Background: an optimization exercise with open tools, aiming at small area, a short achievable clock period and few clock cycles. Do not read the settings as production practice. Where RTL was checked, it was by simulation tests only, not by an equivalence proof against the original.

Design PSE, start of the top module:
module PSE ( clk,
			reset,
			Xin,
			Yin,
			point_num,
			valid,
			Xout,
			Yout);
For scale: ~1,600 cells after synthesis, roughly 170 flip-flops, roughly 46 I/O pins.
Settings: LEC_CHECK=0, CAP_MARGIN=20, CORE_MARGIN=2, CORE_UTILIZATION=40, SETUP_SLACK_MARGIN=4.5, SLEW_MARGIN=20; clock period 11.0 ns.
run.sh (not shown) runs the stock make flow with config.mk's settings and CLKGATE_MAP_FILE= SYNTH_SCRIPT=/design/flow/synth_recipe.tcl, a recipe that flattens the netlist after the stock synthesis.
The baseline finished with timing, DRC and antenna clean.
Then changed:
==> flow/flow/run.sh (new file) <==
#!/bin/bash
# The standard layout (the standard.sh), with plain buffers on the ports
# instead of delay buffers. Each tool's output goes to standard.log here and
# to the ORFS logs under orfs/logs/.
export BUFFER_PORTS_ARGS="-buffer_cell sky130_fd_sc_hd__buf_2"
bash standard.sh > standard.log 2>&1
==> flow/standard.sh (new file) <==
#!/bin/bash
# synth_recipe.tcl (not shown) runs the flow's synth.tcl, then flattens the netlist and writes it again
# the make line also repeats each setting of config.mk as NAME=value (left out here)
make -C /OpenROAD-flow-scripts/flow DESIGN_CONFIG=/design/flow/config.mk WORK_HOME=/design/flow/orfs CLKGATE_MAP_FILE= SYNTH_SCRIPT=/design/flow/synth_recipe.tcl "${@:-finish}"
removed: flow/run.sh
Wire length rises slightly.
Cell area shrinks by a few percent.
Sequential share of layout area grows by 0.72 points.
Final cell count falls slightly.
Setup slack degrades by 0.16 ns.
Critical path depth is higher by 3.
Via count increases slightly.
Non-clock buffer count shrinks by 7.
No run of this note included a check of the RTL's function; only the layout flow was run.


Another version of the RTL of PSE (not shown whole).
For scale: roughly 160 flip-flops, roughly 46 I/O pins, roughly 16,000 sq um of cells after synthesis.
clock: 11.0 ns
lec_check: 0
cap_margin: 20
core_margin: 2
core_utilization: 40
setup_slack_margin: 4.5
slew_margin: 20
Stock flow here: none of the scripts above is used.
Testbench counts at the start, summed over its fixed seeds: cycles 22,671.
Next try:
Settings changed: SETUP_SLACK_MARGIN 4.5 to 4.0.
The changed run ran to the end with no violations; fmax went down by 2.5%; sequential share of layout area went up by 0.50 points; via count went down by 0.51%; routed wire length went down by 3.3%; clock-buffer cell count went down by 1; die area stays the same; non-clock buffer count went down by 15; critical path depth went up by 2; worst hold slack degrades by 71 ps.
Next try:
==> flow/flow/run.sh (new file) <==
#!/bin/bash
# The standard layout (the standard.sh), with plain buffers on the ports
# instead of delay buffers. The tools' output goes to standard.log here and to
# the ORFS logs under orfs/logs/.
export BUFFER_PORTS_ARGS="-buffer_cell sky130_fd_sc_hd__buf_2"
bash standard.sh > standard.log 2>&1
==> flow/standard.sh (new file) <==
#!/bin/bash
# synth_recipe.tcl (not shown) runs the flow's synth.tcl, then flattens the netlist and writes it again
# the make line also repeats each setting of config.mk as NAME=value (left out here)
make -C /OpenROAD-flow-scripts/flow DESIGN_CONFIG=/design/flow/config.mk WORK_HOME=/design/flow/orfs CLKGATE_MAP_FILE= SYNTH_SCRIPT=/design/flow/synth_recipe.tcl "${@:-finish}"
Settings changed: CORE_UTILIZATION 40 to 60, PLACE_DENSITY from default to 0.8.
removed: flow/run.sh
=> The new run completed with no timing, DRC or antenna violations. Cell area fell by 2.4%. Worst setup slack gets worse by 27 ps. Wire length climbs by 0.32%. Maximum frequency falls by 0.40%.
Next try:
==> flow/run.sh (new file) <==
#!/bin/bash
# synth_recipe.tcl (not shown) runs the flow's synth.tcl, then flattens the netlist and writes it again
# the make line also repeats each setting of config.mk as NAME=value (left out here)
make -C /OpenROAD-flow-scripts/flow DESIGN_CONFIG=/design/flow/config.mk WORK_HOME=/design/flow/orfs CLKGATE_MAP_FILE= SYNTH_SCRIPT=/design/flow/synth_recipe.tcl finish
Settings changed: CORE_UTILIZATION 60 to 40, CTS_BUF_LIST from default to sky130_fd_sc_hd__clkbuf_4 sky130_fd_sc_hd__clkbuf_8, PLACE_DENSITY 0.8 to default.
removed: flow/flow/run.sh
removed: flow/standard.sh
After rerunning: Synthesized area is unchanged. Final cell count rose by 10%. Worst setup slack gets worse by 12 ps. Global-route usage shrinks by 12 points. Hold slack is worse by 9.5 ps. Count of clock-buffer cells in the layout is unchanged. Register-to-register slack stays flat. Via count drops by 4.5%.


PSE again, from the RTL that the note above started with.
==> flow/config.mk <==
export PLATFORM = sky130hd
export DESIGN_NAME = PSE
export DESIGN_NICKNAME = PSE
export VERILOG_FILES = /design/flow/design.v
export SDC_FILE = /design/flow/constraint.sdc
export NUM_CORES = 4
export LEC_CHECK = 0
export CAP_MARGIN = 20
export CORE_MARGIN = 2
export CORE_UTILIZATION = 40
export SETUP_SLACK_MARGIN = 4.5
export SLEW_MARGIN = 20
==> flow/constraint.sdc <==
create_clock -name core_clock -period 11.0 [get_ports {clk}]
set_input_delay 2.2000 -clock core_clock [delete_from_list [all_inputs] [get_ports {clk}]]
set_output_delay 2.2000 -clock core_clock [all_outputs]
set_load 0.01 [all_outputs]
standard.sh (not shown) runs the stock make flow with config.mk's settings and CLKGATE_MAP_FILE= SYNTH_SCRIPT=/design/flow/synth_recipe.tcl, a recipe that flattens the netlist after the stock synthesis.
==> flow/flow/run.sh <==
#!/bin/bash
# The standard layout (the standard.sh), with plain buffers on the ports
# instead of delay buffers. Each tool's output goes to standard.log here and
# to the ORFS logs under orfs/logs/.
export BUFFER_PORTS_ARGS="-buffer_cell sky130_fd_sc_hd__buf_1"
bash standard.sh > standard.log 2>&1
Testbench counts at the start, summed over its fixed seeds: cycles 22,671.
Edit:
==> flow/run.sh (new file) <==
#!/bin/bash
# synth_recipe.tcl (not shown) runs the flow's synth.tcl, then flattens the netlist and writes it again
# the make line also repeats each setting of config.mk as NAME=value (left out here)
make -C /OpenROAD-flow-scripts/flow DESIGN_CONFIG=/design/flow/config.mk WORK_HOME=/design/flow/orfs CLKGATE_MAP_FILE= SYNTH_SCRIPT=/design/flow/synth_recipe.tcl finish
Settings changed: ABC_AREA set to 1, SETUP_SLACK_MARGIN 4.5 to 4.0.
removed: flow/flow/run.sh
removed: flow/standard.sh
Effect: The changed run produced a clean layout. Via count increases by about 11%. Routed wire length increases by 7.0%. Sequential share of layout area goes down by 0.14 points. Count of clock-buffer cells in the layout fell by 2. Worst hold slack is worse by 0.0082 ns.


## try-zinc
Another version of the RTL of PSE (not shown whole).
For scale: ~1500 cells after synthesis, ~160 flip-flops, roughly 46 I/O pins, about 16000 µm² of cells after synthesis.
clock: 11.0 ns
lec_check: 0
abc_clock_period_in_ps: 5500
cap_margin: 20
core_margin: 2
core_utilization: 40
setup_slack_margin: 4.5
slew_margin: 20
run.sh (not shown) runs the stock make flow with config.mk's settings and CLKGATE_MAP_FILE= SYNTH_SCRIPT=/design/flow/synth_recipe.tcl, a recipe that flattens the netlist after the stock synthesis.
Stock flow here: none of the scripts above is used.
Testbench counts of try-zinc, summed over its fixed seeds: cycles 22,671.
Setup changes, try-zinc to try-amber
diff --git a/flow/config.mk b/flow/config.mk
--- a/flow/config.mk
+++ b/flow/config.mk
@@ -8 +7,0 @@
-export ABC_CLOCK_PERIOD_IN_PS = 5500
@@ -12 +11 @@
-export SETUP_SLACK_MARGIN = 4.5
+export SETUP_SLACK_MARGIN = 3.5
--- outcome ---
- In terms of clock tree skew after final layout, try-zinc and try-amber differ only marginally.
- Sort try-amber and try-zinc by setup slack, ascending, and try-amber comes first.
- First-pass iteration count of the detailed router came out higher on try-amber than on try-zinc.
- In the metrics for try-amber and try-zinc, the one carrying the higher critical path depth is try-zinc.
- Lower net count reported at finish was reported by try-amber, not try-zinc.
Setup changes, try-amber to try-onyx
diff --git a/flow/config.mk b/flow/config.mk
--- a/flow/config.mk
+++ b/flow/config.mk
@@ -11 +11 @@
-export SETUP_SLACK_MARGIN = 3.5
+export SETUP_SLACK_MARGIN = 4.0
## What came out
- try-onyx ended with every stage complete and zero timing, DRC or antenna violations.
- try-onyx against try-amber: area growth from synthesis to layout rose by 2.2 points; final critical path time including I/O delays and setup fell by 530 ps; ratio of routed vias to standard cells stayed essentially flat; relative area of clock buffers and inverters in the final design stayed essentially flat; post-layout net count rose by about 0.8%.
- Hold slack, try-onyx and try-amber: larger value in try-amber
- Setup slack after layout on try-onyx is ahead of try-amber.


== run a ==
PSE with an RTL version that a note above also has.
Size in the first run: about 1,600 cells after synthesis, roughly 160 flip-flops, roughly 46 I/O pins, about 16,000 µm² of cells after synthesis.
Design PSE, start of the top module:
module PSE ( clk,
			reset,
			Xin,
			Yin,
			point_num,
			valid,
			Xout,
			Yout);
export LEC_CHECK = 0
export CAP_MARGIN = 20
export CORE_MARGIN = 2
export CORE_UTILIZATION = 40
export SETUP_SLACK_MARGIN = 4.0
export SLEW_MARGIN = 20
export SYNTH_HIERARCHICAL = 1
create_clock -name core_clock -period 11.0 [get_ports {clk}]
standard.sh (not shown) runs the stock make flow with config.mk's settings and CLKGATE_MAP_FILE= SYNTH_SCRIPT=/design/flow/synth_recipe.tcl, a recipe that flattens the netlist after the stock synthesis.
==> flow/flow/run.sh <==
#!/bin/bash
# The standard layout (the standard.sh), with plain buffers on the ports
# instead of delay buffers. The tools' output goes to standard.log here and to
# the ORFS logs under orfs/logs/.
export BUFFER_PORTS_ARGS="-buffer_cell sky130_fd_sc_hd__buf_2"
bash standard.sh > standard.log 2>&1
Testbench counts of run a, summed over its fixed seeds: cycles 22,671.
--- input diff run a..run b ---
- clearing SYNTH_HIERARCHICAL, which used to be 1
### Flow results
- [compare] base=run a new=run b: maximum fanout along the worst path +14.
- | first-pass GRT wire length | run b vs run a | worse |
- Share of the clock period used by the worst path: run b < run a
- Run b — synthesized area about 2.6% lower, run a as reference
- When run b is measured against run a, its final wirelength turns out about 1.1% higher.
- In the reports for run b and run a, the smaller final worst slack belongs to run a.


Starting RTL as in the previous note.
clock: 11.0 ns
lec_check: 0
cap_margin: 0
core_margin: 2
core_utilization: 40
setup_slack_margin: 4.0
slew_margin: 0
run.sh (not shown) runs the stock make flow with config.mk's settings and CLKGATE_MAP_FILE= SYNTH_SCRIPT=/design/flow/synth_recipe.tcl, a recipe that flattens the netlist after the stock synthesis.
Stock flow here: none of the scripts above is used.
Testbench counts at the start, summed over its fixed seeds: cycles 22,671.
Rerun with:
Settings changed: CAP_MARGIN 0 to 20, CTS_BUF_LIST from default to sky130_fd_sc_hd__clkbuf_8, CTS_CLUSTER_DIAMETER from default to 100, CTS_CLUSTER_SIZE from default to 40, SETUP_SLACK_MARGIN 4.0 to 4.5, SLEW_MARGIN 0 to 20.
=> Count of clock-buffer cells in the layout does not change. Wire length grows by 4.1%. Worst hold slack improves by 31 ps. Final area goes up by 2.6%.
Rerun with:
==> flow/flow/run.sh (new file) <==
#!/bin/bash
# Standard layout, with plain buffers on the ports instead of delay buffers.
cp standard.sh standard_copy.log 2>/dev/null
export BUFFER_PORTS_ARGS="-buffer_cell sky130_fd_sc_hd__buf_2"
bash standard.sh > standard.log 2>&1
==> flow/standard.sh (new file) <==
#!/bin/bash
# synth_recipe.tcl (not shown) runs the flow's synth.tcl, then flattens the netlist and writes it again
# the make line also repeats each setting of config.mk as NAME=value (left out here)
make -C /OpenROAD-flow-scripts/flow DESIGN_CONFIG=/design/flow/config.mk WORK_HOME=/design/flow/orfs CLKGATE_MAP_FILE= SYNTH_SCRIPT=/design/flow/synth_recipe.tcl "${@:-finish}"
Settings changed: CTS_BUF_LIST sky130_fd_sc_hd__clkbuf_8 to default, CTS_CLUSTER_DIAMETER 100 to default, CTS_CLUSTER_SIZE 40 to default, SETUP_SLACK_MARGIN 4.5 to 4.0.
removed: flow/run.sh
Result:
- worst setup slack is worse by 94 ps
- cell count goes down by 2.2%
- critical path depth goes down by 2
- flip-flop and latch count does not change
- synthesized area is unchanged
- clock skew goes down by 3.9 ps


== delta ==
RTL: one of the versions met above, not the one the previous note started from.
For scale: about 1500 cells after synthesis, ~160 flip-flops, ~46 I/O pins, ~16000 µm² of cells after synthesis.
clock: 11.0 ns
lec_check: 0
cap_margin: 20
core_margin: 2
core_utilization: 40
setup_slack_margin: 5
slew_margin: 20
Stock flow here: none of the scripts above is used.
Testbench counts of delta, summed over its fixed seeds: cycles 22,671.
#### Input delta (alpha over delta)
- swapping 40 for 55 in CORE_UTILIZATION
- putting ABC_CLOCK_PERIOD_IN_PS at 5500 where nothing was set
- swapping 5 for 4.5 in SETUP_SLACK_MARGIN
Compared with delta, in alpha number of global-route vias before repair did not really move, average via count per standard cell went up.
delta → alpha: count of buffer and inverter cells on the critical path rose 6; die area fell 11000 µm²; post-layout minimum cycle time rose 0.073 ns; number of standard cells in the final layout excluding fillers fell 129.
Post-route worst setup slack sits lower in alpha than in delta.

[separate check: timing with driven ports]
The results above use ideal ports. As a check the final layouts listed here were re-extracted and re-timed, cells and wires unchanged.
Step 1: set_driving_cell puts a clkbuf_16 on clk and a buf_2 on each other input, an assumption about the parent block.
Step 2 moves the port delays by t, midway between the first and last clock arrival at a register: inputs arrive t later, outputs are due t later. That takes back most of the time a late clock gives input paths.
Slacks: no drivers / after step 1 / after step 2; pairs: no drivers / after step 1.
run | t, ns | setup slack, ns | worst register clock-pin slew, ns
the first run of note 1 | 0.479 | 4.370 / 4.370 / 4.370 | 0.07 / 0.07
the second run of note 1 | 0.483 | 4.208 / 4.208 / 4.208 | 0.07 / 0.07
the first run of note 2 | 0.476 | 4.391 / 4.391 / 4.391 | 0.07 / 0.07
the second run of note 2 | 0.479 | 4.222 / 4.222 / 4.222 | 0.07 / 0.07
the third run of note 2 | 0.482 | 4.195 / 4.195 / 4.195 | 0.07 / 0.07
the fourth run of note 2 | 0.528 | 4.183 / 4.183 / 4.183 | 0.10 / 0.10
the first run of note 3 | 0.479 | 4.409 / 4.409 / 4.409 | 0.07 / 0.07
the second run of note 3 | 0.480 | 4.340 / 4.340 / 4.340 | 0.07 / 0.07
try-zinc | 0.467 | 4.377 / 4.377 / 4.377 | 0.07 / 0.07
try-amber | 0.476 | 3.666 / 3.666 / 3.666 | 0.07 / 0.07
try-onyx | 0.479 | 4.196 / 4.196 / 4.196 | 0.07 / 0.07
run a | 0.484 | 4.086 / 4.086 / 4.086 | 0.07 / 0.07
run b | 0.475 | 4.286 / 4.286 / 4.286 | 0.06 / 0.06
the first run of note 6 | 0.490 | 4.213 / 4.213 / 4.213 | 0.07 / 0.07
the second run of note 6 | 0.507 | 4.381 / 4.381 / 4.381 | 0.09 / 0.09
the third run of note 6 | 0.475 | 4.286 / 4.286 / 4.286 | 0.06 / 0.06
delta | 0.488 | 4.414 / 4.414 / 4.414 | 0.07 / 0.07
alpha | 0.466 | 4.341 / 4.341 / 4.341 | 0.07 / 0.07
After both steps every run listed still meets setup and hold.
